Source: an optimization exercise on an open RTL-to-GDS flow (aim: small area and a short achievable clock period). Production flows keep margins and buffers that such runs may drop.
Where RTL was checked, it was by simulation tests only, not by an equivalence proof against the original.
The RTL of runs 1 and 2 was laid out without a check of its function.
Power figures rest on the tool's default switching activity, not on a simulated workload.

--- flow/run.sh ---
#!/bin/bash
# Standard ORFS layout (the standard.sh, standard synthesis unchanged); the only
# difference is the cell used for the port buffers that buffer_ports inserts.
set -euo pipefail
export BUFFER_PORTS_ARGS="-buffer_cell sky130_fd_sc_hd__buf_2"
bash standard.sh > standard_flow.log 2>&1
--- standard.sh ---
#!/bin/bash
# synth_recipe.tcl (not shown) runs the flow's synth.tcl, then flattens the netlist and writes it again
# the make line also repeats each setting of config.mk as NAME=value (left out here)
make -C /OpenROAD-flow-scripts/flow DESIGN_CONFIG=/design/flow/config.mk WORK_HOME=/design/flow/orfs CLKGATE_MAP_FILE= SYNTH_SCRIPT=/design/flow/synth_recipe.tcl "${@:-finish}"
--- config.mk ---
export PLATFORM = sky130hd
export DESIGN_NAME = mac
export DESIGN_NICKNAME = mac
export VERILOG_FILES = /design/flow/design.v
export SDC_FILE = /design/flow/constraint.sdc
export NUM_CORES = 4
export LEC_CHECK = 0
export CAP_MARGIN = 20
export CORE_MARGIN = 2
export CORE_UTILIZATION = 40
export SETUP_SLACK_MARGIN = 4.5
export SLEW_MARGIN = 20
export SYNTH_HIERARCHICAL = 1
export SYNTH_MINIMUM_KEEP_SIZE = 0
export TNS_END_PERCENT = 0
--- constraint.sdc ---
create_clock -name core_clock -period 7.5 [get_ports {clk}]
set_input_delay 1.5000 -clock core_clock [delete_from_list [all_inputs] [get_ports {clk}]]
set_output_delay 1.5000 -clock core_clock [all_outputs]
set_load 0.01 [all_outputs]
--- design.v ---
module mac (
    input  logic clk,
    input  logic rst,
    input  logic signed [15:0] a_in,
    input  logic signed [15:0] b_in,
    input  logic acc_clear,
    output logic acc_out_valid,
    output logic signed [34:0] acc_out
);
logic [15:0] a_r;
logic [7:0] one_r, two_r, neg_r;
wire  [16:0] bx = {b_in, 1'b0};
integer k;
always_ff @(posedge clk) begin
    for (k = 0; k < 8; k = k + 1) begin
        one_r[k] <= bx[2*k+1] ^ bx[2*k];
        two_r[k] <= (bx[2*k+2] & ~bx[2*k+1] & ~bx[2*k]) | (~bx[2*k+2] & bx[2*k+1] & bx[2*k]);
        neg_r[k] <= bx[2*k+2];
    end
    a_r <= rst ? 16'd0 : a_in;
end
wire [17:0] ax = {a_r[15], a_r, 1'b0};
wire [16:0] pp0;
wire [16:0] pp1;
wire [16:0] pp2;
wire [16:0] pp3;
wire [16:0] pp4;
wire [16:0] pp5;
wire [16:0] pp6;
wire [16:0] pp7;
genvar gi, gj;
generate for (gj = 0; gj < 8; gj = gj + 1) begin : g_pp
    for (gi = 0; gi < 17; gi = gi + 1) begin : g_bit
        wire v = (one_r[gj] & ax[gi+1]) | (two_r[gj] & ax[gi]);
        if (gj == 0) assign pp0[gi] = v ^ neg_r[0];
        if (gj == 1) assign pp1[gi] = v ^ neg_r[1];
        if (gj == 2) assign pp2[gi] = v ^ neg_r[2];
        if (gj == 3) assign pp3[gi] = v ^ neg_r[3];
        if (gj == 4) assign pp4[gi] = v ^ neg_r[4];
        if (gj == 5) assign pp5[gi] = v ^ neg_r[5];
        if (gj == 6) assign pp6[gi] = v ^ neg_r[6];
        if (gj == 7) assign pp7[gi] = v ^ neg_r[7];
    end
end endgenerate
logic [34:0] acc_s;
logic [33:0] acc_cr;
wire  [34:0] acc_c;
logic [1:0] t;
wire hold = acc_out_valid & ~acc_clear;
wire [34:0] acc_in_s = acc_clear ? 35'd0 : acc_s;
wire [34:0] acc_in_c = acc_clear ? 35'd0 : acc_c;
assign acc_c = {acc_cr[33], acc_cr[32], acc_cr[31], acc_cr[30], acc_cr[29], acc_cr[28], acc_cr[27], acc_cr[26], acc_cr[25], acc_cr[24], acc_cr[23], acc_cr[22], acc_cr[21], acc_cr[20], acc_cr[19], acc_cr[18], acc_cr[17], acc_cr[16], acc_cr[15], acc_cr[14], acc_cr[13], acc_cr[12], acc_cr[11], acc_cr[10], acc_cr[9], acc_cr[8], acc_cr[7], acc_cr[6], acc_cr[5], acc_cr[4], acc_cr[3], acc_cr[2], acc_cr[1], acc_cr[0], 1'b0};
wire s0, c0, s1, c1, s2, c2, s3, c3, s4, c4, s5, c5, s6, c6, s7, c7, s8, c8, s9, c9, s10, c10, s11, c11, s12, c12, s13, c13, s14, c14, s15, c15, s16, c16, s17, c17, s18, c18, s19, c19, s20, c20, s21, c21, s22, c22, s23, c23, s24, c24, s25, c25, s26, c26, s27, c27, s28, c28, s29, c29, s30, c30, s31, c31, s32, c32, s33, c33, s34, c34, s35, c35, s36, c36, s37, c37, s38, c38, s39, c39, s40, c40, s41, c41, s42, c42, s43, c43, s44, c44, s45, c45, s46, c46, s47, c47, s48, c48, s49, c49, s50, c50, s51, c51, s52, c52, s53, c53, s54, c54, s55, c55, s56, c56, s57, c57, s58, c58, s59, c59, s60, c60, s61, c61, s62, c62, s63, c63, s64, c64, s65, c65, s66, c66, s67, c67, s68, c68, s69, c69, s70, c70, s71, c71, s72, c72, s73, c73, s74, c74, s75, c75, s76, c76, s77, c77, s78, c78, s79, c79, s80, c80, s81, c81, s82, c82, s83, c83, s84, c84, s85, c85, s86, c86, s87, c87, s88, c88, s89, c89, s90, c90, s91, c91, s92, c92, s93, c93, s94, c94, s95, c95, s96, c96, s97, c97, s98, c98, s99, c99, s100, c100, s101, c101, s102, c102, s103, c103, s104, c104, s105, c105, s106, c106, s107, c107, s108, c108, s109, c109, s110, c110, s111, c111, s112, c112, s113, c113, s114, c114, s115, c115, s116, c116, s117, c117, s118, c118, s119, c119, s120, c120, s121, c121, s122, c122, s123, c123, s124, c124, s125, c125, s126, c126, s127, c127, s128, c128, s129, c129, s130, c130, s131, c131, s132, c132, s133, c133, s134, c134, s135, c135, s136, c136, s137, c137, s138, c138, s139, c139, s140, c140, s141, c141, s142, c142, s143, c143, s144, c144, s145, c145, s146, c146, s147, c147, s148, c148, s149, c149, s150, c150, s151, c151, s152, c152, s153, c153;
mac_ha u_ha0 (.a(neg_r[0]), .b(pp0[0]), .s(s0), .co(c0));
mac_fa u_fa1 (.a(pp0[1]), .b(c0), .c(acc_in_s[1]), .s(s1), .co(c1));
mac_fa u_fa2 (.a(neg_r[1]), .b(pp0[2]), .c(pp1[0]), .s(s2), .co(c2));
mac_fa u_fa3 (.a(s2), .b(acc_in_s[2]), .c(acc_in_c[2]), .s(s3), .co(c3));
mac_fa u_fa4 (.a(pp0[3]), .b(pp1[1]), .c(c2), .s(s4), .co(c4));
mac_fa u_fa5 (.a(s4), .b(acc_in_s[3]), .c(acc_in_c[3]), .s(s5), .co(c5));
mac_fa u_fa6 (.a(neg_r[2]), .b(pp0[4]), .c(pp1[2]), .s(s6), .co(c6));
mac_fa u_fa7 (.a(pp2[0]), .b(s6), .c(c4), .s(s7), .co(c7));
mac_fa u_fa8 (.a(acc_in_s[4]), .b(acc_in_c[4]), .c(s7), .s(s8), .co(c8));
mac_fa u_fa9 (.a(pp0[5]), .b(pp1[3]), .c(pp2[1]), .s(s9), .co(c9));
mac_fa u_fa10 (.a(c6), .b(s9), .c(acc_in_s[5]), .s(s10), .co(c10));
mac_fa u_fa11 (.a(acc_in_c[5]), .b(c7), .c(s10), .s(s11), .co(c11));
mac_fa u_fa12 (.a(neg_r[3]), .b(pp0[6]), .c(pp1[4]), .s(s12), .co(c12));
mac_fa u_fa13 (.a(pp2[2]), .b(pp3[0]), .c(c9), .s(s13), .co(c13));
mac_fa u_fa14 (.a(s12), .b(s13), .c(acc_in_s[6]), .s(s14), .co(c14));
mac_fa u_fa15 (.a(acc_in_c[6]), .b(c10), .c(s14), .s(s15), .co(c15));
mac_fa u_fa16 (.a(pp0[7]), .b(pp1[5]), .c(pp2[3]), .s(s16), .co(c16));
mac_fa u_fa17 (.a(pp3[1]), .b(c12), .c(s16), .s(s17), .co(c17));
mac_fa u_fa18 (.a(c13), .b(acc_in_s[7]), .c(acc_in_c[7]), .s(s18), .co(c18));
mac_fa u_fa19 (.a(s17), .b(c14), .c(s18), .s(s19), .co(c19));
mac_fa u_fa20 (.a(neg_r[4]), .b(pp0[8]), .c(pp1[6]), .s(s20), .co(c20));
mac_fa u_fa21 (.a(pp2[4]), .b(pp3[2]), .c(pp4[0]), .s(s21), .co(c21));
mac_fa u_fa22 (.a(c16), .b(s20), .c(s21), .s(s22), .co(c22));
mac_fa u_fa23 (.a(c17), .b(acc_in_s[8]), .c(acc_in_c[8]), .s(s23), .co(c23));
mac_fa u_fa24 (.a(s22), .b(c18), .c(s23), .s(s24), .co(c24));
mac_fa u_fa25 (.a(pp0[9]), .b(pp1[7]), .c(pp2[5]), .s(s25), .co(c25));
mac_fa u_fa26 (.a(pp3[3]), .b(pp4[1]), .c(c20), .s(s26), .co(c26));
mac_fa u_fa27 (.a(c21), .b(s25), .c(s26), .s(s27), .co(c27));
mac_fa u_fa28 (.a(c22), .b(acc_in_s[9]), .c(acc_in_c[9]), .s(s28), .co(c28));
mac_fa u_fa29 (.a(c23), .b(s27), .c(s28), .s(s29), .co(c29));
mac_fa u_fa30 (.a(neg_r[5]), .b(pp0[10]), .c(pp1[8]), .s(s30), .co(c30));
mac_fa u_fa31 (.a(pp2[6]), .b(pp3[4]), .c(pp4[2]), .s(s31), .co(c31));
mac_fa u_fa32 (.a(pp5[0]), .b(c25), .c(s30), .s(s32), .co(c32));
mac_fa u_fa33 (.a(s31), .b(c26), .c(acc_in_s[10]), .s(s33), .co(c33));
mac_fa u_fa34 (.a(acc_in_c[10]), .b(s32), .c(c27), .s(s34), .co(c34));
mac_fa u_fa35 (.a(c28), .b(s33), .c(s34), .s(s35), .co(c35));
mac_fa u_fa36 (.a(pp0[11]), .b(pp1[9]), .c(pp2[7]), .s(s36), .co(c36));
mac_fa u_fa37 (.a(pp3[5]), .b(pp4[3]), .c(pp5[1]), .s(s37), .co(c37));
mac_fa u_fa38 (.a(c30), .b(c31), .c(s36), .s(s38), .co(c38));
mac_fa u_fa39 (.a(s37), .b(c32), .c(acc_in_s[11]), .s(s39), .co(c39));
mac_fa u_fa40 (.a(acc_in_c[11]), .b(s38), .c(c33), .s(s40), .co(c40));
mac_fa u_fa41 (.a(s39), .b(c34), .c(s40), .s(s41), .co(c41));
mac_fa u_fa42 (.a(neg_r[6]), .b(pp0[12]), .c(pp1[10]), .s(s42), .co(c42));
mac_fa u_fa43 (.a(pp2[8]), .b(pp3[6]), .c(pp4[4]), .s(s43), .co(c43));
mac_fa u_fa44 (.a(pp5[2]), .b(pp6[0]), .c(c36), .s(s44), .co(c44));
mac_fa u_fa45 (.a(c37), .b(s42), .c(s43), .s(s45), .co(c45));
mac_fa u_fa46 (.a(s44), .b(c38), .c(acc_in_s[12]), .s(s46), .co(c46));
mac_fa u_fa47 (.a(acc_in_c[12]), .b(s45), .c(c39), .s(s47), .co(c47));
mac_fa u_fa48 (.a(s46), .b(c40), .c(s47), .s(s48), .co(c48));
mac_fa u_fa49 (.a(pp0[13]), .b(pp1[11]), .c(pp2[9]), .s(s49), .co(c49));
mac_fa u_fa50 (.a(pp3[7]), .b(pp4[5]), .c(pp5[3]), .s(s50), .co(c50));
mac_fa u_fa51 (.a(pp6[1]), .b(c42), .c(c43), .s(s51), .co(c51));
mac_fa u_fa52 (.a(s49), .b(s50), .c(c44), .s(s52), .co(c52));
mac_fa u_fa53 (.a(s51), .b(c45), .c(acc_in_s[13]), .s(s53), .co(c53));
mac_fa u_fa54 (.a(acc_in_c[13]), .b(s52), .c(c46), .s(s54), .co(c54));
mac_fa u_fa55 (.a(s53), .b(c47), .c(s54), .s(s55), .co(c55));
mac_fa u_fa56 (.a(neg_r[7]), .b(pp0[14]), .c(pp1[12]), .s(s56), .co(c56));
mac_fa u_fa57 (.a(pp2[10]), .b(pp3[8]), .c(pp4[6]), .s(s57), .co(c57));
mac_fa u_fa58 (.a(pp5[4]), .b(pp6[2]), .c(pp7[0]), .s(s58), .co(c58));
mac_fa u_fa59 (.a(c49), .b(c50), .c(s56), .s(s59), .co(c59));
mac_fa u_fa60 (.a(s57), .b(s58), .c(c51), .s(s60), .co(c60));
mac_fa u_fa61 (.a(acc_in_s[14]), .b(acc_in_c[14]), .c(s59), .s(s61), .co(c61));
mac_fa u_fa62 (.a(c52), .b(s60), .c(c53), .s(s62), .co(c62));
mac_fa u_fa63 (.a(s61), .b(c54), .c(s62), .s(s63), .co(c63));
mac_fa u_fa64 (.a(pp0[15]), .b(pp1[13]), .c(pp2[11]), .s(s64), .co(c64));
mac_fa u_fa65 (.a(pp3[9]), .b(pp4[7]), .c(pp5[5]), .s(s65), .co(c65));
mac_fa u_fa66 (.a(pp6[3]), .b(pp7[1]), .c(c56), .s(s66), .co(c66));
mac_fa u_fa67 (.a(c57), .b(c58), .c(s64), .s(s67), .co(c67));
mac_fa u_fa68 (.a(s65), .b(s66), .c(c59), .s(s68), .co(c68));
mac_fa u_fa69 (.a(acc_in_s[15]), .b(acc_in_c[15]), .c(s67), .s(s69), .co(c69));
mac_fa u_fa70 (.a(c60), .b(c61), .c(s68), .s(s70), .co(c70));
mac_fa u_fa71 (.a(s69), .b(c62), .c(s70), .s(s71), .co(c71));
mac_fa u_fa72 (.a(pp0[16]), .b(pp1[14]), .c(pp2[12]), .s(s72), .co(c72));
mac_fa u_fa73 (.a(pp3[10]), .b(pp4[8]), .c(pp5[6]), .s(s73), .co(c73));
mac_fa u_fa74 (.a(pp6[4]), .b(pp7[2]), .c(c64), .s(s74), .co(c74));
mac_fa u_fa75 (.a(c65), .b(s72), .c(s73), .s(s75), .co(c75));
mac_fa u_fa76 (.a(c66), .b(s74), .c(c67), .s(s76), .co(c76));
mac_fa u_fa77 (.a(acc_in_s[16]), .b(acc_in_c[16]), .c(s75), .s(s77), .co(c77));
mac_fa u_fa78 (.a(c68), .b(c69), .c(s76), .s(s78), .co(c78));
mac_fa u_fa79 (.a(s77), .b(c70), .c(s78), .s(s79), .co(c79));
mac_fa u_fa80 (.a(pp0[16]), .b(pp1[15]), .c(pp2[13]), .s(s80), .co(c80));
mac_fa u_fa81 (.a(pp3[11]), .b(pp4[9]), .c(pp5[7]), .s(s81), .co(c81));
mac_fa u_fa82 (.a(pp6[5]), .b(pp7[3]), .c(c72), .s(s82), .co(c82));
mac_fa u_fa83 (.a(c73), .b(s80), .c(s81), .s(s83), .co(c83));
mac_fa u_fa84 (.a(c74), .b(s82), .c(c75), .s(s84), .co(c84));
mac_fa u_fa85 (.a(acc_in_s[17]), .b(acc_in_c[17]), .c(s83), .s(s85), .co(c85));
mac_fa u_fa86 (.a(c76), .b(c77), .c(s84), .s(s86), .co(c86));
mac_fa u_fa87 (.a(s85), .b(c78), .c(s86), .s(s87), .co(c87));
mac_fa u_fa88 (.a(~pp0[16]), .b(~pp1[16]), .c(pp2[14]), .s(s88), .co(c88));
mac_fa u_fa89 (.a(pp3[12]), .b(pp4[10]), .c(pp5[8]), .s(s89), .co(c89));
mac_fa u_fa90 (.a(pp6[6]), .b(pp7[4]), .c(c80), .s(s90), .co(c90));
mac_fa u_fa91 (.a(c81), .b(s88), .c(s89), .s(s91), .co(c91));
mac_fa u_fa92 (.a(c82), .b(s90), .c(c83), .s(s92), .co(c92));
mac_fa u_fa93 (.a(acc_in_s[18]), .b(acc_in_c[18]), .c(s91), .s(s93), .co(c93));
mac_fa u_fa94 (.a(c84), .b(c85), .c(s92), .s(s94), .co(c94));
mac_fa u_fa95 (.a(s93), .b(c86), .c(s94), .s(s95), .co(c95));
mac_fa u_fa96 (.a(~pp2[15]), .b(pp3[13]), .c(pp4[11]), .s(s96), .co(c96));
mac_fa u_fa97 (.a(pp5[9]), .b(pp6[7]), .c(pp7[5]), .s(s97), .co(c97));
mac_fa u_fa98 (.a(c88), .b(c89), .c(s96), .s(s98), .co(c98));
mac_fa u_fa99 (.a(s97), .b(c90), .c(c91), .s(s99), .co(c99));
mac_fa u_fa100 (.a(acc_in_s[19]), .b(acc_in_c[19]), .c(s98), .s(s100), .co(c100));
mac_fa u_fa101 (.a(c92), .b(c93), .c(s99), .s(s101), .co(c101));
mac_fa u_fa102 (.a(s100), .b(c94), .c(s101), .s(s102), .co(c102));
mac_fa u_fa103 (.a(~pp2[16]), .b(pp3[14]), .c(pp4[12]), .s(s103), .co(c103));
mac_fa u_fa104 (.a(pp5[10]), .b(pp6[8]), .c(pp7[6]), .s(s104), .co(c104));
mac_fa u_fa105 (.a(pp2[15]), .b(c96), .c(c97), .s(s105), .co(c105));
mac_fa u_fa106 (.a(s103), .b(s104), .c(s105), .s(s106), .co(c106));
mac_fa u_fa107 (.a(c98), .b(acc_in_s[20]), .c(acc_in_c[20]), .s(s107), .co(c107));
mac_fa u_fa108 (.a(c99), .b(c100), .c(s106), .s(s108), .co(c108));
mac_fa u_fa109 (.a(s107), .b(c101), .c(s108), .s(s109), .co(c109));
mac_fa u_fa110 (.a(~pp3[15]), .b(pp4[13]), .c(pp5[11]), .s(s110), .co(c110));
mac_fa u_fa111 (.a(pp6[9]), .b(pp7[7]), .c(c103), .s(s111), .co(c111));
mac_fa u_fa112 (.a(c104), .b(s110), .c(c105), .s(s112), .co(c112));
mac_fa u_fa113 (.a(s111), .b(acc_in_s[21]), .c(acc_in_c[21]), .s(s113), .co(c113));
mac_fa u_fa114 (.a(c106), .b(s112), .c(c107), .s(s114), .co(c114));
mac_fa u_fa115 (.a(s113), .b(c108), .c(s114), .s(s115), .co(c115));
mac_fa u_fa116 (.a(~pp3[16]), .b(pp4[14]), .c(pp5[12]), .s(s116), .co(c116));
mac_fa u_fa117 (.a(pp6[10]), .b(pp7[8]), .c(pp3[15]), .s(s117), .co(c117));
mac_fa u_fa118 (.a(c110), .b(s116), .c(s117), .s(s118), .co(c118));
mac_fa u_fa119 (.a(c111), .b(acc_in_s[22]), .c(acc_in_c[22]), .s(s119), .co(c119));
mac_fa u_fa120 (.a(s118), .b(c112), .c(c113), .s(s120), .co(c120));
mac_fa u_fa121 (.a(s119), .b(c114), .c(s120), .s(s121), .co(c121));
mac_fa u_fa122 (.a(~pp4[15]), .b(pp5[13]), .c(pp6[11]), .s(s122), .co(c122));
mac_fa u_fa123 (.a(pp7[9]), .b(c116), .c(c117), .s(s123), .co(c123));
mac_fa u_fa124 (.a(s122), .b(s123), .c(c118), .s(s124), .co(c124));
mac_fa u_fa125 (.a(acc_in_s[23]), .b(acc_in_c[23]), .c(c119), .s(s125), .co(c125));
mac_fa u_fa126 (.a(s124), .b(c120), .c(s125), .s(s126), .co(c126));
mac_fa u_fa127 (.a(~pp4[16]), .b(pp5[14]), .c(pp6[12]), .s(s127), .co(c127));
mac_fa u_fa128 (.a(pp7[10]), .b(pp4[15]), .c(c122), .s(s128), .co(c128));
mac_fa u_fa129 (.a(s127), .b(c123), .c(s128), .s(s129), .co(c129));
mac_fa u_fa130 (.a(acc_in_s[24]), .b(acc_in_c[24]), .c(c124), .s(s130), .co(c130));
mac_fa u_fa131 (.a(s129), .b(c125), .c(s130), .s(s131), .co(c131));
mac_fa u_fa132 (.a(~pp5[15]), .b(pp6[13]), .c(pp7[11]), .s(s132), .co(c132));
mac_fa u_fa133 (.a(c127), .b(s132), .c(c128), .s(s133), .co(c133));
mac_fa u_fa134 (.a(acc_in_s[25]), .b(acc_in_c[25]), .c(c129), .s(s134), .co(c134));
mac_fa u_fa135 (.a(s133), .b(c130), .c(s134), .s(s135), .co(c135));
mac_fa u_fa136 (.a(~pp5[16]), .b(pp6[14]), .c(pp7[12]), .s(s136), .co(c136));
mac_fa u_fa137 (.a(pp5[15]), .b(c132), .c(s136), .s(s137), .co(c137));
mac_fa u_fa138 (.a(acc_in_s[26]), .b(acc_in_c[26]), .c(s137), .s(s138), .co(c138));
mac_fa u_fa139 (.a(c133), .b(s138), .c(c134), .s(s139), .co(c139));
mac_fa u_fa140 (.a(~pp6[15]), .b(pp7[13]), .c(c136), .s(s140), .co(c140));
mac_fa u_fa141 (.a(s140), .b(c137), .c(acc_in_s[27]), .s(s141), .co(c141));
mac_fa u_fa142 (.a(acc_in_c[27]), .b(c138), .c(s141), .s(s142), .co(c142));
mac_fa u_fa143 (.a(~pp6[16]), .b(pp7[14]), .c(pp6[15]), .s(s143), .co(c143));
mac_fa u_fa144 (.a(s143), .b(c140), .c(acc_in_s[28]), .s(s144), .co(c144));
mac_fa u_fa145 (.a(acc_in_c[28]), .b(c141), .c(s144), .s(s145), .co(c145));
mac_fa u_fa146 (.a(~pp7[15]), .b(c143), .c(acc_in_s[29]), .s(s146), .co(c146));
mac_fa u_fa147 (.a(acc_in_c[29]), .b(c144), .c(s146), .s(s147), .co(c147));
mac_fa u_fa148 (.a(~pp7[16]), .b(pp7[15]), .c(acc_in_s[30]), .s(s148), .co(c148));
mac_fa u_fa149 (.a(acc_in_c[30]), .b(c146), .c(s148), .s(s149), .co(c149));
mac_fa u_fa150 (.a(~acc_in_s[31]), .b(acc_in_c[31]), .c(c148), .s(s150), .co(c150));
mac_fa u_fa151 (.a(~acc_in_s[32]), .b(acc_in_c[32]), .c(acc_in_s[31]), .s(s151), .co(c151));
mac_fa u_fa152 (.a(~acc_in_s[33]), .b(acc_in_c[33]), .c(acc_in_s[32]), .s(s152), .co(c152));
mac_fa u_fa153 (.a(~acc_in_s[34]), .b(acc_in_c[34]), .c(acc_in_s[33]), .s(s153), .co(c153));
wire [34:0] rx = {c152, c151, c150, c149, c147, c145, c142, c139, c135, c131, c126, c121, c115, c109, c102, c95, c87, c79, c71, c63, c55, c48, c41, c35, c29, c24, c19, c15, c11, c8, c5, c3, c1, acc_in_c[1], s0};
wire [34:0] ry = {s153, s152, s151, s150, s149, s147, s145, s142, s139, s135, s131, s126, s121, s115, s109, s102, s95, s87, s79, s71, s63, s55, s48, s41, s35, s29, s24, s19, s15, s11, s8, s5, s3, s1, acc_in_s[0]};
wire [34:0] nxt_s = rx ^ ry;
wire [34:0] nxt_c = {rx[33:0] & ry[33:0], 1'b0};
wire [33:0] nxt_cr = {nxt_c[34], nxt_c[33], nxt_c[32], nxt_c[31], nxt_c[30], nxt_c[29], nxt_c[28], nxt_c[27], nxt_c[26], nxt_c[25], nxt_c[24], nxt_c[23], nxt_c[22], nxt_c[21], nxt_c[20], nxt_c[19], nxt_c[18], nxt_c[17], nxt_c[16], nxt_c[15], nxt_c[14], nxt_c[13], nxt_c[12], nxt_c[11], nxt_c[10], nxt_c[9], nxt_c[8], nxt_c[7], nxt_c[6], nxt_c[5], nxt_c[4], nxt_c[3], nxt_c[2], nxt_c[1]};
always_ff @(posedge clk) begin
    if (rst) begin
        acc_s <= '0; acc_cr <= '0; acc_out_valid <= 1'b0; t <= 2'd0;
    end else if (acc_clear) begin
        acc_s <= nxt_s; acc_cr <= nxt_cr; t <= 2'd1; acc_out_valid <= 1'b0;
    end else if (!acc_out_valid) begin
        acc_s <= nxt_s; acc_cr <= nxt_cr; t <= t + 2'd1; acc_out_valid <= (t == 2'd3);
    end
end
assign acc_out = acc_s + acc_c;
endmodule
module mac_fa (input logic a, input logic b, input logic c, output logic s, output logic co);
    assign s = a ^ b ^ c;
    assign co = (a & b) | (c & (a ^ b));
endmodule
module mac_ha (input logic a, input logic b, output logic s, output logic co);
    assign s = a ^ b;
    assign co = a & b;
endmodule
==> flow_summary_export.csv, run 1 <==
group,metric,value,unit
status,status,"finished clean",
setup_path,start_kind,"register",
cts,cts_hold_buffers,0,
sta,drv_slew,0,
min_path,hold_class,"register to register",
sta,worst-slew-pin-transition,1.03,ns
setup_path,r2r_end,"acc_s[19]",
sta,finalCritPeriodShare,57.3,%
sta,period_minus_slack,4.30,ns
detailed_routing,via_per_inst,5.52,
synth,ys.flop_type,"dfxtp_1",
detailed_routing,routed_wirelength,30.4,mm
synth,synth_area,11900,um^2
cts,cts-root-buf,"clkbuf_16",
setup_path,ff2ff_setup_slack,3.32,ns
setup_path,path_cells,"ha_4, fa_2, a211oi_4, o21ai_4, o21bai_4, a41oi_4, o211ai_1, o211ai_2, xor2_2, buf_2",
synth,synth.distinct_cells,52,
finish,final_nets,1516,
cts,clkSlewWorstSetupHoldPaths,0.08,ns
setup_path,worst_ep_arrival_time,2.80,ns
cts,cts_tree,"done",
finish,stdcell_count,1653,
pwr,p_leak,5.02,nW
place,place_ws,3.12,ns
synth,synth_top_area_cell,"fa_1",
setup_path,critical_path.max_stage_delay,0.36,ns
finish,antennaDiodeCount,0,
synth,synth_seq_area_share,18.8,%
setup_path,crit_fanout,4,
synth,syn_nets,1540,
synth,synth_warnings,7,
setup_path,slowest_stage,"fa_2",
sta,slew_headroom,31.1,%
grt,antenna_found_initial,0,
synth,synthTopCellsByArea,"fa_1 26%, dfxtp_1 19%, xnor2_1 11%",
cts,ctsLongestPathBuffers,2,
setup_path,cp.required,6.00,ns
detailed_routing,drtIter0Drc,719,
sta,tns,0,ns
die,dieHeight,177,um
setup_path,crit_start,"acc_cr[0]",
die,core_area,29500,um^2
detailed_routing,dr_wl_met3,1.30,mm
synth,async_flop_share,0,%
detailed_routing,wire_per_inst,18.4,um
synth,synth_edf_count,0,
pwr,p_total,4.60,mW
setup_path,crit_type,"register to output port",
setup_path,crit_end,"acc_out[31]",
cts,clk_latency,0.37,ns
cts,cts_buffers,9,
place,gp_congestion,0.834,
synth,ys_seq_elements,112,
place,place_inst,1631,
finish,fin_util,43.7,%
setup_path,reg2reg_from,"two_r[0]",
grt,grt-ovfl-total,0,
job,cap_violations,0,
sta,fin_worst_skew,0.0162,ns
die,num_rows,63,
detailed_routing,drt-pass1-iter-count,5,
sta,finalHoldViolCount,0,
setup_path,worst-path-buf-inv,1,
sta,fin_ws,3.20,ns
finish,drive_above_1_share,12.6,%
detailed_routing,wl_met2,15.2,mm
die,die_area,31200,um^2
detailed_routing,maxUsedRoutingLayer,"met4",
synth,synthCells,1282,
sta,setup_viol,0,
detailed_routing,ant_nets,0,
detailed_routing,wl_met1,13.2,mm
sta,rsz0062_at_grt,"yes",
sta,max_freq,233,MHz
pwr,powerDensity,357,nW/um^2
setup_path,rr_worst_depth,11,
synth,synth_top_area_share,25.9,%
place,dpl_cell_area,12400,um^2
cts,htreeDepth,3,
setup_path,endpoint_kind,"output port",
pwr,ir_worst_vdd,188,uV
grt,first_global_vias,9137,
synth,syn_avg_cell_area,9.30,um^2
sta,whs,0.462,ns
setup_path,crit_cells,10,
die,fp.dieW,177,um
die,start_util,40.4,%
place,dpl.hpwl,22.4,mm
finish,final_area,12900,um^2
finish,nFillCells,2943,
grt,grt_pass1_wl,49.5,mm
cts,numClockSinks,112,
place,io_buffers,70,
finish,area_growth,8.21,%
die,ios,71,
grt,track_usage,20.1,%
detailed_routing,drc,0,
detailed_routing,vias,9118,
setup_path,critPathTopFamily,"compound AO/OA/AOI/OAI gates",
grt,grt_max_degree,89,
-- cell families (layout without fill, tap and decap cells) --
logic type	after synthesis	in the layout	synth area share, %
muxes	1	1	0.0840
xor gates and xnor gates	177	177	13.0
and+or+nand+nor	323	323	12.9
buffers and inverters	133	114	4.34
adders and majority gates	223	223	33.1
DFF	112	112	18.8
AOI/OAI and AO/OA	313	313	17.7
-- area by class of cell --
cell class | instances | area, um^2 | share of cell area [%]
clock buffer | 11 | 254 | 1.97
clock inverter | 5 | 61.3 | 0.475
sequential | 112 | 2260 | 17.5
multi-input combinational | 1037 | 9330 | 72.3
inverter | 15 | 56.3 | 0.437
timing repair buffer | 83 | 448 | 3.47
tap | 390 | 488 | 3.78
-- repair_timing --
action,4_1_cts,5_1_grt
endpoints found under the setup margin,102,102
cloned,0,0
gates resized for setup,7,20
pin swaps,9,11
hold endpoints to repair,0,0
buffers inserted,4,2
-- Yosys stat by module (local to each module, per instance) --
module  area (um^2)  cells inside  flip-flops and latches
mac_fa         20.0             1                       0
mac            8840          1128                     112
mac_ha         12.5             1                       0
-- sequential cells by signal (all words and copies together) (netlist names) --
register,count
t,2
one_r,8
acc_s,35
acc_out_valid,1
neg_r,8
a_r,16
acc_cr,34
two_r,8
-- per-layer routing --
layer | vias to the layer above | global-route usage [%]
met5 | - | 0
met1 | 4562 | 26.8
li1 | 4281 | -
met2 | 236 | 33.7
met3 | 39 | 2.71
met4 | 0 | 6.03
-- worst min-delay path by stage --
stage                     depth (start not counted)  startpoint       end
after floorplan                                   2    acc_s[0]  acc_s[0]
after global placement                            2    acc_s[0]  acc_s[0]
after detailed placement                          2    acc_s[0]  acc_s[0]
after CTS                                         2    acc_s[0]  acc_s[0]
after global routing                              2    acc_s[0]  acc_s[0]
final                                             2    acc_s[0]  acc_s[0]
-- worst min-delay path: stages (launching register included) --
cell and delay (ns):
dfxtp_1 0.32, nand2_1 0.05, a21oi_1 0.05
-- Yosys cell counts (all sizes together) (3+ instances only) --
cell type	number
nor2	19
nor2b	84
clkbuf	106
fa	154
nand2	173
o211ai	7
inv	15
nor3	6
ha	69
a21oi	105
o21ai	35
nand3b	7
o21bai	4
dfxtp	112
nand2b	14
xnor2	149
nand3	6
buf	12
o31ai	3
a22oi	120
a211oi	5
nand4	11
xor2	28
a21o	11
o21a	5
a31oi	8
-- power by group --
group | switching [mW] | total (mW) | internal (mW)
Sequential | 0.186 | 0.942 | 0.756
Combinational | 1.68 | 3.13 | 1.45
Clock | 0.245 | 0.527 | 0.282
Total | 2.11 | 4.60 | 2.49
-- placed cells by master (no fill, tap or decap), types with 15 or more instances in the layout --
cell type,instances
inv_1,15
a22oi_1,118
o21ai_0,28
xnor2_1,147
dfxtp_1,98
ha_1,65
buf_2,70
a21oi_1,100
fa_1,144
nor2_1,19
nand2_1,172
nor2b_1,83
xor2_1,26
==> inputs of run 2 (changes only) <==
--- a/design.v
+++ b/design.v
@@ -221,3 +221,209 @@
 end
-assign acc_out = acc_s + acc_c;
+wire [34:0] op = acc_s;
+wire [34:0] og = {1'b0, acc_c[34:1]};
+wire xg0 = og[1] | (op[1] & og[0]);
+wire xp0 = op[1] & op[0];
+wire xg1 = og[3] | (op[3] & og[2]);
+wire xp1 = op[3] & op[2];
+wire xg2 = og[5] | (op[5] & og[4]);
+wire xp2 = op[5] & op[4];
+wire xg3 = og[7] | (op[7] & og[6]);
+wire xp3 = op[7] & op[6];
+wire xg4 = og[9] | (op[9] & og[8]);
+wire xp4 = op[9] & op[8];
+wire xg5 = og[11] | (op[11] & og[10]);
+wire xp5 = op[11] & op[10];
+wire xg6 = og[13] | (op[13] & og[12]);
+wire xp6 = op[13] & op[12];
+wire xg7 = og[15] | (op[15] & og[14]);
+wire xp7 = op[15] & op[14];
+wire xg8 = og[17] | (op[17] & og[16]);
+wire xp8 = op[17] & op[16];
+wire xg9 = og[19] | (op[19] & og[18]);
+wire xp9 = op[19] & op[18];
+wire xg10 = og[21] | (op[21] & og[20]);
+wire xp10 = op[21] & op[20];
+wire xg11 = og[23] | (op[23] & og[22]);
+wire xp11 = op[23] & op[22];
+wire xg12 = og[25] | (op[25] & og[24]);
+wire xp12 = op[25] & op[24];
+wire xg13 = og[27] | (op[27] & og[26]);
+wire xp13 = op[27] & op[26];
+wire xg14 = og[29] | (op[29] & og[28]);
+wire xp14 = op[29] & op[28];
+wire xg15 = og[31] | (op[31] & og[30]);
+wire xp15 = op[31] & op[30];
+wire xg16 = og[33] | (op[33] & og[32]);
+wire xp16 = op[33] & op[32];
+wire xg17 = og[2] | (op[2] & xg0);
+wire xp17 = op[2] & xp0;
+wire xg18 = xg1 | (xp1 & xg0);
+wire xp18 = xp1 & xp0;
+wire xg19 = og[6] | (op[6] & xg2);
+wire xp19 = op[6] & xp2;
+wire xg20 = xg3 | (xp3 & xg2);
+wire xp20 = xp3 & xp2;
+wire xg21 = og[10] | (op[10] & xg4);
+wire xp21 = op[10] & xp4;
+wire xg22 = xg5 | (xp5 & xg4);
+wire xp22 = xp5 & xp4;
+wire xg23 = og[14] | (op[14] & xg6);
+wire xp23 = op[14] & xp6;
+wire xg24 = xg7 | (xp7 & xg6);
+wire xp24 = xp7 & xp6;
+wire xg25 = og[18] | (op[18] & xg8);
+wire xp25 = op[18] & xp8;
+wire xg26 = xg9 | (xp9 & xg8);
+wire xp26 = xp9 & xp8;
+wire xg27 = og[22] | (op[22] & xg10);
+wire xp27 = op[22] & xp10;
+wire xg28 = xg11 | (xp11 & xg10);
+wire xp28 = xp11 & xp10;
+wire xg29 = og[26] | (op[26] & xg12);
+wire xp29 = op[26] & xp12;
+wire xg30 = xg13 | (xp13 & xg12);
+wire xp30 = xp13 & xp12;
+wire xg31 = og[30] | (op[30] & xg14);
+wire xp31 = op[30] & xp14;
+wire xg32 = xg15 | (xp15 & xg14);
+wire xp32 = xp15 & xp14;
+wire xg33 = og[34] | (op[34] & xg16);
+wire xp33 = op[34] & xp16;
+wire xg34 = og[4] | (op[4] & xg18);
+wire xp34 = op[4] & xp18;
+wire xg35 = xg2 | (xp2 & xg18);
+wire xp35 = xp2 & xp18;
+wire xg36 = xg19 | (xp19 & xg18);
+wire xp36 = xp19 & xp18;
+wire xg37 = xg20 | (xp20 & xg18);
+wire xp37 = xp20 & xp18;
+wire xg38 = og[12] | (op[12] & xg22);
+wire xp38 = op[12] & xp22;
+wire xg39 = xg6 | (xp6 & xg22);
+wire xp39 = xp6 & xp22;
+wire xg40 = xg23 | (xp23 & xg22);
+wire xp40 = xp23 & xp22;
+wire xg41 = xg24 | (xp24 & xg22);
+wire xp41 = xp24 & xp22;
+wire xg42 = og[20] | (op[20] & xg26);
+wire xp42 = op[20] & xp26;
+wire xg43 = xg10 | (xp10 & xg26);
+wire xp43 = xp10 & xp26;
+wire xg44 = xg27 | (xp27 & xg26);
+wire xp44 = xp27 & xp26;
+wire xg45 = xg28 | (xp28 & xg26);
+wire xp45 = xp28 & xp26;
+wire xg46 = og[28] | (op[28] & xg30);
+wire xp46 = op[28] & xp30;
+wire xg47 = xg14 | (xp14 & xg30);
+wire xp47 = xp14 & xp30;
+wire xg48 = xg31 | (xp31 & xg30);
+wire xp48 = xp31 & xp30;
+wire xg49 = xg32 | (xp32 & xg30);
+wire xp49 = xp32 & xp30;
+wire xg50 = og[8] | (op[8] & xg37);
+wire xp50 = op[8] & xp37;
+wire xg51 = xg4 | (xp4 & xg37);
+wire xp51 = xp4 & xp37;
+wire xg52 = xg21 | (xp21 & xg37);
+wire xp52 = xp21 & xp37;
+wire xg53 = xg22 | (xp22 & xg37);
+wire xp53 = xp22 & xp37;
+wire xg54 = xg38 | (xp38 & xg37);
+wire xp54 = xp38 & xp37;
+wire xg55 = xg39 | (xp39 & xg37);
+wire xp55 = xp39 & xp37;
+wire xg56 = xg40 | (xp40 & xg37);
+wire xp56 = xp40 & xp37;
+wire xg57 = xg41 | (xp41 & xg37);
+wire xp57 = xp41 & xp37;
+wire xg58 = og[24] | (op[24] & xg45);
+wire xp58 = op[24] & xp45;
+wire xg59 = xg12 | (xp12 & xg45);
+wire xp59 = xp12 & xp45;
+wire xg60 = xg29 | (xp29 & xg45);
+wire xp60 = xp29 & xp45;
+wire xg61 = xg30 | (xp30 & xg45);
+wire xp61 = xp30 & xp45;
+wire xg62 = xg46 | (xp46 & xg45);
+wire xp62 = xp46 & xp45;
+wire xg63 = xg47 | (xp47 & xg45);
+wire xp63 = xp47 & xp45;
+wire xg64 = xg48 | (xp48 & xg45);
+wire xp64 = xp48 & xp45;
+wire xg65 = xg49 | (xp49 & xg45);
+wire xp65 = xp49 & xp45;
+wire xg66 = og[16] | (op[16] & xg57);
+wire xp66 = op[16] & xp57;
+wire xg67 = xg8 | (xp8 & xg57);
+wire xp67 = xp8 & xp57;
+wire xg68 = xg25 | (xp25 & xg57);
+wire xp68 = xp25 & xp57;
+wire xg69 = xg26 | (xp26 & xg57);
+wire xp69 = xp26 & xp57;
+wire xg70 = xg42 | (xp42 & xg57);
+wire xp70 = xp42 & xp57;
+wire xg71 = xg43 | (xp43 & xg57);
+wire xp71 = xp43 & xp57;
+wire xg72 = xg44 | (xp44 & xg57);
+wire xp72 = xp44 & xp57;
+wire xg73 = xg45 | (xp45 & xg57);
+wire xp73 = xp45 & xp57;
+wire xg74 = xg58 | (xp58 & xg57);
+wire xp74 = xp58 & xp57;
+wire xg75 = xg59 | (xp59 & xg57);
+wire xp75 = xp59 & xp57;
+wire xg76 = xg60 | (xp60 & xg57);
+wire xp76 = xp60 & xp57;
+wire xg77 = xg61 | (xp61 & xg57);
+wire xp77 = xp61 & xp57;
+wire xg78 = xg62 | (xp62 & xg57);
+wire xp78 = xp62 & xp57;
+wire xg79 = xg63 | (xp63 & xg57);
+wire xp79 = xp63 & xp57;
+wire xg80 = xg64 | (xp64 & xg57);
+wire xp80 = xp64 & xp57;
+wire xg81 = xg65 | (xp65 & xg57);
+wire xp81 = xp65 & xp57;
+wire xg82 = og[32] | (op[32] & xg81);
+wire xp82 = op[32] & xp81;
+wire xg83 = xg16 | (xp16 & xg81);
+wire xp83 = xp16 & xp81;
+wire xg84 = xg33 | (xp33 & xg81);
+wire xp84 = xp33 & xp81;
+assign acc_out[0] = op[0];
+assign acc_out[1] = op[1] ^ og[0];
+assign acc_out[2] = op[2] ^ xg0;
+assign acc_out[3] = op[3] ^ xg17;
+assign acc_out[4] = op[4] ^ xg18;
+assign acc_out[5] = op[5] ^ xg34;
+assign acc_out[6] = op[6] ^ xg35;
+assign acc_out[7] = op[7] ^ xg36;
+assign acc_out[8] = op[8] ^ xg37;
+assign acc_out[9] = op[9] ^ xg50;
+assign acc_out[10] = op[10] ^ xg51;
+assign acc_out[11] = op[11] ^ xg52;
+assign acc_out[12] = op[12] ^ xg53;
+assign acc_out[13] = op[13] ^ xg54;
+assign acc_out[14] = op[14] ^ xg55;
+assign acc_out[15] = op[15] ^ xg56;
+assign acc_out[16] = op[16] ^ xg57;
+assign acc_out[17] = op[17] ^ xg66;
+assign acc_out[18] = op[18] ^ xg67;
+assign acc_out[19] = op[19] ^ xg68;
+assign acc_out[20] = op[20] ^ xg69;
+assign acc_out[21] = op[21] ^ xg70;
+assign acc_out[22] = op[22] ^ xg71;
+assign acc_out[23] = op[23] ^ xg72;
+assign acc_out[24] = op[24] ^ xg73;
+assign acc_out[25] = op[25] ^ xg74;
+assign acc_out[26] = op[26] ^ xg75;
+assign acc_out[27] = op[27] ^ xg76;
+assign acc_out[28] = op[28] ^ xg77;
+assign acc_out[29] = op[29] ^ xg78;
+assign acc_out[30] = op[30] ^ xg79;
+assign acc_out[31] = op[31] ^ xg80;
+assign acc_out[32] = op[32] ^ xg81;
+assign acc_out[33] = op[33] ^ xg82;
+assign acc_out[34] = op[34] ^ xg83;
 endmodule
--- a/config.mk
+++ b/config.mk
@@ -11,3 +11,3 @@
 export SETUP_SLACK_MARGIN = 4.5
-export SLEW_MARGIN = 20
+export SLEW_MARGIN = 60
 export SYNTH_HIERARCHICAL = 1
==> run 2 against run 1 <==
Non-clock buffer count increased by 7; fmax decreased by 0.95%; synthesized cell count decreased by 8.8%; largest cell class unchanged; flip-flop and latch count unchanged; wire length decreased by 8.8%; critical path type unchanged; sequential share of layout area increased by 1.5 points; final area decreased by 6.5%.
==> flow_summary_export.csv, run 2 <==
group,metric,value,unit
status,status,"finished clean",
synth,synth_top_area_cell,"fa_1",
finish,final_common_cell,"nand2_1",
finish,regArea,2300,um^2
pwr,p_leak,4.61,nW
finish,multi_input_area,8420,um^2
synth,synth_seq_area_share,20.4,%
cts,clkSlewWorstSetupHoldPaths,0.07,ns
cts,ctsLongestPathBuffers,2,
pwr,clkPwrFrac,11.8,%
synth,yosys-top-cells-count,"160 x nand2_1, 153 x fa_1, 147 x xnor2_1",
sta,fin_ws,3.16,ns
finish,antennaDiodeCount,0,
sta,max_freq,230,MHz
sta,tns,0,ns
setup_path,cp_common_cell,"a211oi_2",
pwr,ir_worst_vdd,222,uV
synth,synth-simple-area-share,13.4,%
sta,finalHoldViolCount,0,
finish,area_growth,9.79,%
sta,whs,0.465,ns
synth,synth_edf_count,0,
finish,largest-register,"acc_s",
setup_path,crit_type,"register to output port",
place,gp_congestion,0.840,
grt,grt_max_degree,89,
setup_path,worst_ep_arrival_time,2.84,ns
detailed_routing,drtIter0Drc,624,
synth,synth_top_family_by_area,"adder cells",
pwr,powerDensity,359,nW/um^2
synth,synth_top_area_share,27.9,%
setup_path,critical_path.max_stage_delay,0.37,ns
synth,synth_mux_area_share,0.182,%
synth,ys.flop_type,"dfxtp_1",
synth,synth_warnings,7,
sta,slew_headroom,67.9,%
setup_path,path_cells,"ha_4, o211ai_1, a211oi_2, o31ai_4, a211oi_2, a211o_1, o22a_1, ha_2, nor2_4, xnor2_2, buf_2",
grt,grt-ovfl-total,0,
detailed_routing,wire_per_inst,18.4,um
die,num_rows,60,
cts,clk_latency,0.36,ns
die,ios,71,
pwr,p_int,2.40,mW
synth,synth_xor_area_share,13.3,%
detailed_routing,routed_wirelength,27.8,mm
sta,finalCritPeriodShare,57.9,%
finish,nFillCells,2607,
die,fp.dieW,170,um
place,place_ws,3.23,ns
finish,largest_reg_flops,35,
cts,numClockSinks,112,
grt,antenna_found_initial,0,
grt,grt_pass1_wl,46.0,mm
die,core_area,27000,um^2
sta,worst-slew-pin-transition,0.482,ns
cts,htreeDepth,3,
cts,cts_tree,"done",
sta,fin_worst_skew,0.0170,ns
setup_path,cp.required,6.00,ns
finish,final_nets,1392,
detailed_routing,vias,8236,
min_path,hold_class,"register to register",
place,dpl.hpwl,19.7,mm
synth,synth_area,11000,um^2
synth,synthCells,1169,
synth,synth.distinct_cells,44,
pwr,switchingPower,1.92,mW
detailed_routing,drc,0,
synth,async_flop_share,0,%
die,dieHeight,170,um
detailed_routing,via_per_inst,5.47,
pwr,sw_frac_of_total,44.5,%
synth,syn_avg_cell_area,9.39,um^2
setup_path,crit_fanout,3,
setup_path,slowest_stage,"o31ai_4",
cts,cts-root-buf,"clkbuf_16",
place,io_buffers,70,
sta,setup_viol,0,
synth,syn_nets,1399,
sta,rsz0062_at_grt,"yes",
synth,synth-compound-area-share,15.5,%
finish,drive_above_1_share,16.0,%
setup_path,endpoint_kind,"output port",
setup_path,start_kind,"register",
die,die_area,28800,um^2
synth,ys_seq_elements,112,
synth,synthAdderAreaFrac,32.7,%
sta,drv_slew,0,
pwr,p_comb_share,65.4,%
detailed_routing,ant_nets,0,
finish,layout_common_cells,"160 x nand2_1, 144 x xnor2_1, 138 x fa_1",
sta,period_minus_slack,4.34,ns
grt,first_global_vias,8508,
job,cap_violations,0,
grt,track_usage,20.2,%
synth,yosysMostFrequentCell,"nand2_1",
pwr,p_seq_share,22.8,%
detailed_routing,drt-pass1-iter-count,6,
cts,cts_buffers,9,
die,start_util,40.7,%
finish,largestRegisters,"acc_s x35, acc_cr x34, a_r x16",
synth,synthTopCellsByArea,"fa_1 28%, dfxtp_1 20%, xnor2_1 12%",
==> run 2: critical path: cells and delay by family (launching register included) <==
kind	cells	cell delay [ns]
buf+inv	1	0.14
fa+ha+maj	2	0.35
xor+xnor	1	0.10
simple gates	1	0.09
flops	1	0.34
compound gates	6	1.45
==> run 2: stage by stage <==
stage               instance area (um^2)  power (mW)  std cells  utilization (%)
CTS                                12000        4.40       1505             44.5
floorplan                          11400        3.11       1169                -
global route                       12100        4.88       1507             44.7
global placement                   11600        3.82       1482             42.9
finish                             12100        4.33       1507             44.7
detailed placement                 11600        3.85       1483             43.1
==> run 2: worst paths after layout <==
kind / from / endpoint / slack (ns) / cells past startpoint
worst max-delay path: acc_cr[0] / acc_out[33] / 3.16 / 11
worst min-delay path: acc_s[0] / acc_s[0] / 0.46 / 2
worst max register to register: one_r[0] / acc_s[19] / 3.46 / 11
worst min register to register: acc_s[0] / acc_s[0] / 0.46 / 2
==> run 2: cell type report <==
cell class	count	share of cell area, %
multi-input combinational	932	69.9
sequential	112	19.1
timing repair buffer	90	4.46
tap	341	3.54
clock buffer	9	1.87
clock inverter	6	0.623
inverter	17	0.530
==> run 2: repair_timing <==
action | 4_1_cts | 5_1_grt
endpoints found under the setup margin | 95 | 95
setup buffers | 7 | 1
resized for setup | 5 | 3
pin swaps | 9 | 2
hold buffers | 0 | 0
==> run 2: kinds of logic (layout without fill, tap and decap cells) <==
logic type               count (synthesis)  count (layout)
multiplexers                             2               2
flip-flops                             112             112
XOR/XNOR                               167             167
buffers and inverters                  125             122
AO/OA/AOI/OAI                          256             256
adder cells (fa/ha/maj)                195             195
AND/OR/NAND/NOR                        312             312
==> run 2: power groups by stage <==
| stage | registers (mW) | clock network (mW) | logic [mW] |
|---|---|---|---|
| after floorplan | 0.872 | 0 | 2.24 |
| after global placement | 0.995 | 0 | 2.82 |
| after detailed placement | 0.996 | 0 | 2.86 |
| after CTS | 0.982 | 0.530 | 2.89 |
| after global routing | 1.02 | 0.555 | 3.31 |
| final | 0.986 | 0.512 | 2.83 |
==> run 2: per-layer routing <==
layer  vias to the layer above  part of all wire (%)  wire (um)  track usage (%)
met5                         -                     0          0                0
met4                         0                   2.8        790             7.32
met3                        42                   4.1       1130             2.73
met2                       219                    52      14300             34.8
met1                      4113                    42      11500             26.0
li1                       3862                     -          -                -
==> run 2: per-module statistics from Yosys, one instance, submodules excluded <==
module | times used | flops+latches
mac | 1 | 112
mac_ha | 1 | 0
mac_fa | 153 | 0
==> inputs of run 3 (changes only) <==
--- a/design.v
+++ b/design.v
@@ -394,36 +394,36 @@
 assign acc_out[0] = op[0];
-assign acc_out[1] = op[1] ^ og[0];
-assign acc_out[2] = op[2] ^ xg0;
-assign acc_out[3] = op[3] ^ xg17;
-assign acc_out[4] = op[4] ^ xg18;
-assign acc_out[5] = op[5] ^ xg34;
-assign acc_out[6] = op[6] ^ xg35;
-assign acc_out[7] = op[7] ^ xg36;
-assign acc_out[8] = op[8] ^ xg37;
-assign acc_out[9] = op[9] ^ xg50;
-assign acc_out[10] = op[10] ^ xg51;
-assign acc_out[11] = op[11] ^ xg52;
-assign acc_out[12] = op[12] ^ xg53;
-assign acc_out[13] = op[13] ^ xg54;
-assign acc_out[14] = op[14] ^ xg55;
-assign acc_out[15] = op[15] ^ xg56;
-assign acc_out[16] = op[16] ^ xg57;
-assign acc_out[17] = op[17] ^ xg66;
-assign acc_out[18] = op[18] ^ xg67;
-assign acc_out[19] = op[19] ^ xg68;
-assign acc_out[20] = op[20] ^ xg69;
-assign acc_out[21] = op[21] ^ xg70;
-assign acc_out[22] = op[22] ^ xg71;
-assign acc_out[23] = op[23] ^ xg72;
-assign acc_out[24] = op[24] ^ xg73;
-assign acc_out[25] = op[25] ^ xg74;
-assign acc_out[26] = op[26] ^ xg75;
-assign acc_out[27] = op[27] ^ xg76;
-assign acc_out[28] = op[28] ^ xg77;
-assign acc_out[29] = op[29] ^ xg78;
-assign acc_out[30] = op[30] ^ xg79;
-assign acc_out[31] = op[31] ^ xg80;
-assign acc_out[32] = op[32] ^ xg81;
-assign acc_out[33] = op[33] ^ xg82;
-assign acc_out[34] = op[34] ^ xg83;
+mac_xor u_xo1 (.a(op[1]), .b(og[0]), .y(acc_out[1]));
+mac_xor u_xo2 (.a(op[2]), .b(xg0), .y(acc_out[2]));
+mac_xor u_xo3 (.a(op[3]), .b(xg17), .y(acc_out[3]));
+mac_xor u_xo4 (.a(op[4]), .b(xg18), .y(acc_out[4]));
+mac_xor u_xo5 (.a(op[5]), .b(xg34), .y(acc_out[5]));
+mac_xor u_xo6 (.a(op[6]), .b(xg35), .y(acc_out[6]));
+mac_xor u_xo7 (.a(op[7]), .b(xg36), .y(acc_out[7]));
+mac_xor u_xo8 (.a(op[8]), .b(xg37), .y(acc_out[8]));
+mac_xor u_xo9 (.a(op[9]), .b(xg50), .y(acc_out[9]));
+mac_xor u_xo10 (.a(op[10]), .b(xg51), .y(acc_out[10]));
+mac_xor u_xo11 (.a(op[11]), .b(xg52), .y(acc_out[11]));
+mac_xor u_xo12 (.a(op[12]), .b(xg53), .y(acc_out[12]));
+mac_xor u_xo13 (.a(op[13]), .b(xg54), .y(acc_out[13]));
+mac_xor u_xo14 (.a(op[14]), .b(xg55), .y(acc_out[14]));
+mac_xor u_xo15 (.a(op[15]), .b(xg56), .y(acc_out[15]));
+mac_xor u_xo16 (.a(op[16]), .b(xg57), .y(acc_out[16]));
+mac_xor u_xo17 (.a(op[17]), .b(xg66), .y(acc_out[17]));
+mac_xor u_xo18 (.a(op[18]), .b(xg67), .y(acc_out[18]));
+mac_xor u_xo19 (.a(op[19]), .b(xg68), .y(acc_out[19]));
+mac_xor u_xo20 (.a(op[20]), .b(xg69), .y(acc_out[20]));
+mac_xor u_xo21 (.a(op[21]), .b(xg70), .y(acc_out[21]));
+mac_xor u_xo22 (.a(op[22]), .b(xg71), .y(acc_out[22]));
+mac_xor u_xo23 (.a(op[23]), .b(xg72), .y(acc_out[23]));
+mac_xor u_xo24 (.a(op[24]), .b(xg73), .y(acc_out[24]));
+mac_xor u_xo25 (.a(op[25]), .b(xg74), .y(acc_out[25]));
+mac_xor u_xo26 (.a(op[26]), .b(xg75), .y(acc_out[26]));
+mac_xor u_xo27 (.a(op[27]), .b(xg76), .y(acc_out[27]));
+mac_xor u_xo28 (.a(op[28]), .b(xg77), .y(acc_out[28]));
+mac_xor u_xo29 (.a(op[29]), .b(xg78), .y(acc_out[29]));
+mac_xor u_xo30 (.a(op[30]), .b(xg79), .y(acc_out[30]));
+mac_xor u_xo31 (.a(op[31]), .b(xg80), .y(acc_out[31]));
+mac_xor u_xo32 (.a(op[32]), .b(xg81), .y(acc_out[32]));
+mac_xor u_xo33 (.a(op[33]), .b(xg82), .y(acc_out[33]));
+mac_xor u_xo34 (.a(op[34]), .b(xg83), .y(acc_out[34]));
 endmodule
@@ -437 +437,4 @@
 endmodule
+module mac_xor (input logic a, input logic b, output logic y);
+    assign y = a ^ b;
+endmodule
--- a/config.mk
+++ b/config.mk
@@ -11,3 +11,3 @@
 export SETUP_SLACK_MARGIN = 4.5
-export SLEW_MARGIN = 60
+export SLEW_MARGIN = 20
 export SYNTH_HIERARCHICAL = 1
==> run 3 against run 2 <==
Utilization grew 0.092 points; final area is essentially flat; worst hold slack lost 0.0086 ns; global-route usage shrank 0.14 points; sequential power is essentially flat; critical path type unchanged; largest power group unchanged; highest routed layer unchanged.
==> flow_summary_export.csv, run 3 <==
group,metric,value,unit
detailed_routing,vias,8189,
finish,antennaDiodeCount,0,
sta,fin_ws,3.53,ns
sta,fin_worst_skew,0.0138,ns
synth,synth_top_area_share,28.0,%
detailed_routing,drtIter0Drc,551,
grt,grt_pass1_wl,45.4,mm
synth,synth_top_area_cell,"fa_1",
setup_path,crit_type,"register to output port",
pwr,p_total,4.35,mW
pwr,sw_frac_of_total,44.7,%
detailed_routing,via_per_inst,5.48,
finish,layout_common_cells,"155 x nand2_1, 138 x fa_1, 129 x xnor2_1",
synth,yosysMostFrequentCell,"nand2_1",
finish,stdcell_count,1495,
synth,yosys-top-cells-count,"155 x nand2_1, 153 x fa_1, 131 x xnor2_1",
synth,synthCells,1159,
place,dpl.hpwl,19.6,mm
synth,ys_seq_elements,112,
detailed_routing,routed_wirelength,27.6,mm
place,io_buffers,70,
synth,ys.flop_type,"dfxtp_1",
grt,busiest_layer,"met2",
setup_path,path_cells,"a21o_1, a22o_1, a41o_4, a21o_4, a41o_1, a21o_1, xor2_1, buf_2",
setup_path,rr_worst_depth,10,
sta,drv_slew,0,
finish,largest-register,"acc_s",
status,status,"finished clean",
grt,grt_util_met2,35.0,%
grt,grt-ovfl-total,0,
synth,synth_warnings,7,
cts,cts-root-buf,"clkbuf_16",
pwr,p_int,2.41,mW
min_path,hold_class,"register to register",
setup_path,worst_ep_arrival_time,2.47,ns
cts,clk_latency,0.38,ns
die,fp.dieW,169,um
die,ios,71,
cts,ctsLongestPathBuffers,2,
place,dpl_cell_area,11500,um^2
die,core_area,26900,um^2
finish,largest_reg_flops,35,
finish,final_nets,1373,
sta,setup_viol,0,
detailed_routing,wire_per_inst,18.5,um
die,num_rows,60,
sta,worst-slew-pin-transition,1.01,ns
setup_path,endpoint_kind,"output port",
pwr,ir_worst_vdd,242,uV
die,start_util,40.7,%
synth,syn_nets,1383,
sta,slew_headroom,32.8,%
detailed_routing,drt-pass1-iter-count,5,
finish,drive_above_1_share,16.3,%
sta,tns,0,ns
sta,finalHoldViolCount,0,
pwr,switchingPower,1.94,mW
cts,cts_buffers,9,
cts,cts_tree,"done",
detailed_routing,drc,0,
setup_path,start_kind,"register",
pwr,clkPwrFrac,12.4,%
setup_path,reg2reg_from,"a_r[9]",
grt,antenna_found_initial,0,
finish,final_area,12000,um^2
cts,clkSlewWorstSetupHoldPaths,0.09,ns
setup_path,r2r_end,"acc_s[16]",
grt,grt_max_degree,89,
place,gp_congestion,0.822,
synth,synth_area,10900,um^2
synth,async_flop_share,0,%
synth,syn_avg_cell_area,9.44,um^2
sta,period_minus_slack,3.97,ns
pwr,p_comb_share,64.3,%
synth,synth_seq_area_share,20.5,%
setup_path,crit_start,"acc_cr[0]",
grt,grt_util_met1,25.7,%
cts,cts_hold_buffers,0,
grt,first_global_vias,8429,
cts,numClockSinks,112,
job,cap_violations,0,
pwr,p_leak,4.86,nW
grt,use_met3,3.13,%
finish,area_growth,10.0,%
grt,track_usage,20.1,%
sta,max_freq,252,MHz
detailed_routing,ant_nets,0,
sta,rsz0062_at_grt,"yes",
finish,final_common_cell,"nand2_1",
setup_path,critical_path.max_stage_delay,0.33,ns
setup_path,crit_end,"acc_out[23]",
sta,finalCritPeriodShare,52.9,%
pwr,powerDensity,361,nW/um^2
finish,largestRegisters,"acc_s x35, acc_cr x34, a_r x16",
setup_path,cp_common_cell,"a21o_1",
synth,synthTopCellsByArea,"fa_1 28%, dfxtp_1 20%, xnor2_1 10%",
setup_path,crit_fanout,5,
setup_path,ff2ff_setup_slack,3.62,ns
die,die_area,28700,um^2
setup_path,cp.required,6.00,ns
place,place_inst,1470,
pwr,p_seq_share,23.2,%
cts,htreeDepth,3,
setup_path,slowest_stage,"dfxtp_2",
synth,synth_edf_count,0,
min_path,hp-start,"acc_cr[19]",
place,place_ws,2.89,ns
min_path,min_path_cells,2,
synth,synth.distinct_cells,40,
die,dieHeight,169,um
run 3: changes by cell type after synthesis, sizes merged, moves of 5 or more:
cell	before	now
a21o	5	23
ha	42	36
nand2	160	155
nand3	7	1
nor2	28	18
nor3	8	3
o21a	5	0
xnor2	147	131
xor2	20	48
run 3: timing repair:
action / 4_1_cts / 5_1_grt
endpoints found under the setup margin: 94 / 95
buffers inserted: 7 / 2
pin swaps: 11 / 6
resized for setup: 43 / 30
run 3: per-stage QoR:
stage,util (%),hold slack [ns]
floorplan,-,0.432
global placement,42.8,0.438
detailed placement,42.8,0.443
CTS,44.5,0.456
global route,44.8,0.492
finish,44.8,0.456
run 3: critical path, delay by kind of cell, from the launching register on:
family | cells | cell delay, ns
buffers and inverters | 1 | 0.18
flip-flops | 1 | 0.33
AO/OA/AOI/OAI | 6 | 1.35
XOR/XNOR | 1 | 0.21
run 3: cell families after synthesis:
group	count (synthesis)	share of synthesized area, %
xor+xnor	179	14.3
fa+ha+maj	189	32.1
mux	1	0.0914
flops	112	20.5
compound gates	268	16.2
buf+inv	122	4.22
simple gates	288	12.6
run 3: per-module statistics from Yosys (local to each module, per instance):
module / cell area [um^2] / cells / copies in the design / flops+latches
mac: 7570 / 971 / 1 / 112
mac_fa: 20.0 / 1 / 153 / 0
mac_ha: 12.5 / 1 / 1 / 0
mac_xor: 8.76 / 1 / 34 / 0
run 3: worst min-delay path by stage:
stage	endpoint	slack (ns)
5_1_grt	acc_cr[1]	0.49
3_3_place_gp	acc_cr[19]	0.44
6_report	acc_cr[19]	0.46
3_5_place_dp	acc_cr[19]	0.44
4_1_cts	acc_cr[19]	0.46
2_1_floorplan	acc_cr[19]	0.43
run 3: area by class of cell:
type / count / area, um^2
well taps: 341 / 427
fillers: 2636 / 14800
clock inverters: 6 / 83.8
inverters: 15 / 56.3
repair buffers: 86 / 479
flip-flops and latches: 112 / 2330
clock buffers: 10 / 239
multi-input cells: 925 / 8420
run 3: per-layer routing:
metal | vias to the layer above | wire (um)
met4 | 0 | 605
met3 | 35 | 956
met1 | 4157 | 11700
li1 | 3820 | -
met5 | - | 0
met2 | 177 | 14400
run 3: power by group through the flow:
| stage | combinational (mW) | clock [mW] | sequential [mW] |
|---|---|---|---|
| 2_1_floorplan | 2.21 | 0 | 0.880 |
| 3_3_place_gp | 2.78 | 0 | 1.01 |
| 3_5_place_dp | 2.83 | 0 | 1.01 |
| 4_1_cts | 2.85 | 0.559 | 1.00 |
| 5_1_grt | 3.28 | 0.581 | 1.04 |
| 6_report | 2.80 | 0.540 | 1.01 |
==> inputs of run 4 (changes only) <==
--- a/config.mk
+++ b/config.mk
@@ -11,3 +11,3 @@
 export SETUP_SLACK_MARGIN = 4.5
-export SLEW_MARGIN = 20
+export SLEW_MARGIN = 60
 export SYNTH_HIERARCHICAL = 1
==> run 4 against run 3 <==
Die area stayed put; sequential power hardly changed; non-clock buffer count is 1 lower; power is 1.3% lower; critical path depth stayed put; critical endpoint is now acc_out[19]; highest routed layer unchanged.
==> flow_summary_export.csv, run 4 <==
group,metric,value,unit
synth,ys.flop_type,"dfxtp_1",
finish,largest-register,"acc_s",
grt,first_global_vias,8353,
detailed_routing,vias,8147,
status,status,"finished clean",
die,die_area,28700,um^2
finish,final_common_cell,"nand2_1",
setup_path,rr_worst_depth,11,
cts,clk_latency,0.38,ns
finish,area_growth,9.99,%
sta,finalHoldViolCount,0,
synth,syn_nets,1383,
synth,ys_seq_elements,112,
finish,largestRegisters,"acc_s x35, acc_cr x34, a_r x16",
sta,fin_worst_skew,0.0146,ns
detailed_routing,via_per_inst,5.46,
synth,syn_avg_cell_area,9.44,um^2
grt,grt_pass1_wl,45.4,mm
detailed_routing,wire_per_inst,18.5,um
setup_path,cp_common_cell,"a21o_1",
pwr,powerDensity,356,nW/um^2
sta,period_minus_slack,3.97,ns
job,cap_violations,0,
sta,whs,0.455,ns
synth,synth_edf_count,0,
cts,cts-root-buf,"clkbuf_16",
synth,synth_top_area_share,28.0,%
cts,htreeDepth,3,
setup_path,endpoint_kind,"output port",
place,io_buffers,70,
sta,rsz0062_at_grt,"yes",
cts,cts_tree,"done",
synth,async_flop_share,0,%
sta,drv_slew,0,
cts,clkSlewWorstSetupHoldPaths,0.09,ns
synth,synthCells,1159,
setup_path,slowest_stage,"dfxtp_2",
synth,yosys-top-cells-count,"155 x nand2_1, 153 x fa_1, 131 x xnor2_1",
synth,synth_warnings,7,
cts,cts_buffers,9,
pwr,p_leak,4.85,nW
finish,antennaDiodeCount,0,
min_path,min_path_cells,2,
grt,track_usage,20.0,%
cts,cts_hold_buffers,0,
die,dieHeight,169,um
grt,grt-ovfl-total,0,
setup_path,critical_path.max_stage_delay,0.33,ns
synth,yosysMostFrequentCell,"nand2_1",
finish,drive_above_1_share,16.1,%
sta,tns,0,ns
detailed_routing,drt-pass1-iter-count,5,
detailed_routing,drc,0,
setup_path,worst_ep_arrival_time,2.47,ns
finish,final_nets,1372,
place,gp_congestion,0.822,
die,ios,71,
finish,stdcell_count,1493,
place,dpl.hpwl,19.8,mm
finish,layout_common_cells,"155 x nand2_1, 138 x fa_1, 129 x xnor2_1",
setup_path,crit_type,"register to output port",
sta,fin_ws,3.53,ns
die,num_rows,60,
sta,finalCritPeriodShare,52.9,%
sta,max_freq,252,MHz
sta,setup_viol,0,
pwr,p_total,4.29,mW
die,fp.dieW,169,um
setup_path,path_cells,"a21o_1, a22o_1, a41o_4, a211o_1, a21bo_1, a21o_1, xor2_1, buf_2",
min_path,hold_class,"register to register",
synth,synth_top_area_cell,"fa_1",
setup_path,crit_fanout,5,
place,place_inst,1471,
die,core_area,26900,um^2
detailed_routing,ant_nets,0,
synth,synth_seq_area_share,20.5,%
cts,ctsLongestPathBuffers,2,
grt,grt_max_degree,71,
sta,worst-slew-pin-transition,0.479,ns
synth,synth.distinct_cells,40,
pwr,ir_worst_vdd,264,uV
synth,synthTopCellsByArea,"fa_1 28%, dfxtp_1 20%, xnor2_1 10%",
synth,synth_area,10900,um^2
cts,numClockSinks,112,
setup_path,start_kind,"register",
finish,largest_reg_flops,35,
place,dpl_cell_area,11600,um^2
finish,final_area,12000,um^2
sta,slew_headroom,68.1,%
place,place_ws,2.93,ns
setup_path,cp.required,6.00,ns
detailed_routing,routed_wirelength,27.6,mm
finish,fin_util,44.8,%
detailed_routing,drtIter0Drc,588,
grt,antenna_found_initial,0,
die,start_util,40.7,%
[run 4: cell counts after synthesis]
No cell type changed its count.
[run 4: area by class of cell]
class | count | area, um^2
inverter | 15 | 56.3
sequential | 112 | 2330
clock inverter | 6 | 56.3
clock buffer | 9 | 225
tap | 341 | 427
timing repair buffer | 85 | 509
multi-input combinational | 925 | 8430
fill | 2632 | 14800
[run 4: cells by family (layout without fill, tap and decap cells)]
family                   Yosys count  after routing  share of synthesized area [%]
AO/OA/AOI/OAI                    268            268                           16.2
XOR/XNOR                         179            179                           14.3
adder cells (fa/ha/maj)          189            189                           32.1
buffers and inverters            122            115                           4.22
flip-flops                       112            112                           20.5
multiplexers                       1              1                         0.0914
AND/OR/NAND/NOR                  288            288                           12.6
[run 4: final timing paths]
check | start | slack (ns) | end
worst min register to register | acc_cr[19] | 0.45 | acc_cr[19]
worst max register to register | one_r[3] | 3.62 | acc_s[24]
worst min-delay path | acc_cr[19] | 0.45 | acc_cr[19]
worst max-delay path | acc_cr[0] | 3.53 | acc_out[19]
[run 4: power by group]
group          total, mW  switching (mW)  internal, mW
sequential          1.01           0.250         0.759
clock              0.482           0.252         0.229
combinational       2.80            1.43          1.37
total               4.29            1.93          2.36
[run 4: critical path: cells and delay by family, from the launching register on]
| kind | cells | cell delay (ns) |
|---|---|---|
| compound gates | 6 | 1.42 |
| flops | 1 | 0.33 |
| xor+xnor | 1 | 0.17 |
| buf+inv | 1 | 0.16 |
[run 4: modules after synthesis (local to each module, per instance)]
module / cell area, um^2 / cells / flip-flops and latches
mac_fa: 20.0 / 1 / 0
mac_xor: 8.76 / 1 / 0
mac_ha: 12.5 / 1 / 0
mac: 7570 / 971 / 112
[run 4: routing by layer]
metal	global-route usage, %	vias up	part of all wire (%)
met3	3.06	38	3.7
met4	5.54	0	2.1
met1	25.8	4129	42
met5	0	-	0
met2	35.0	162	52
li1	-	3818	-
[run 4: repair_timing]
action	4_1_cts	5_1_grt
gates resized for setup	11	26
setup endpoints to repair	92	94
gates cloned	0	0
endpoints found under the hold margin	0	0
pin swaps	10	5
setup buffers	7	0

==> what the ideal ports hide <==
In the flow no input, the clock included, has a driving cell. The finished layouts below were timed again as built, in two steps. Step 1: set_driving_cell puts a clkbuf_16 on clk and a buf_2 on each other input, an assumption about the parent block. Step 2, shift: input delay + t, output delay - t, t = (earliest + latest rising clock arrival at the registers) / 2. This alone moves slack from input paths to output paths. Three values: no drivers, after step 1, after step 2; two values: the first two.
run	t, ns	slack for setup (ns)
run 1	0.413	3.200 / 3.152 / 3.132
run 2	0.401	3.159 / 3.113 / 3.376
run 3	0.426	3.534 / 3.486 / 3.276
run 4	0.417	3.533 / 3.485 / 3.282
After both steps every run listed still meets setup and hold.
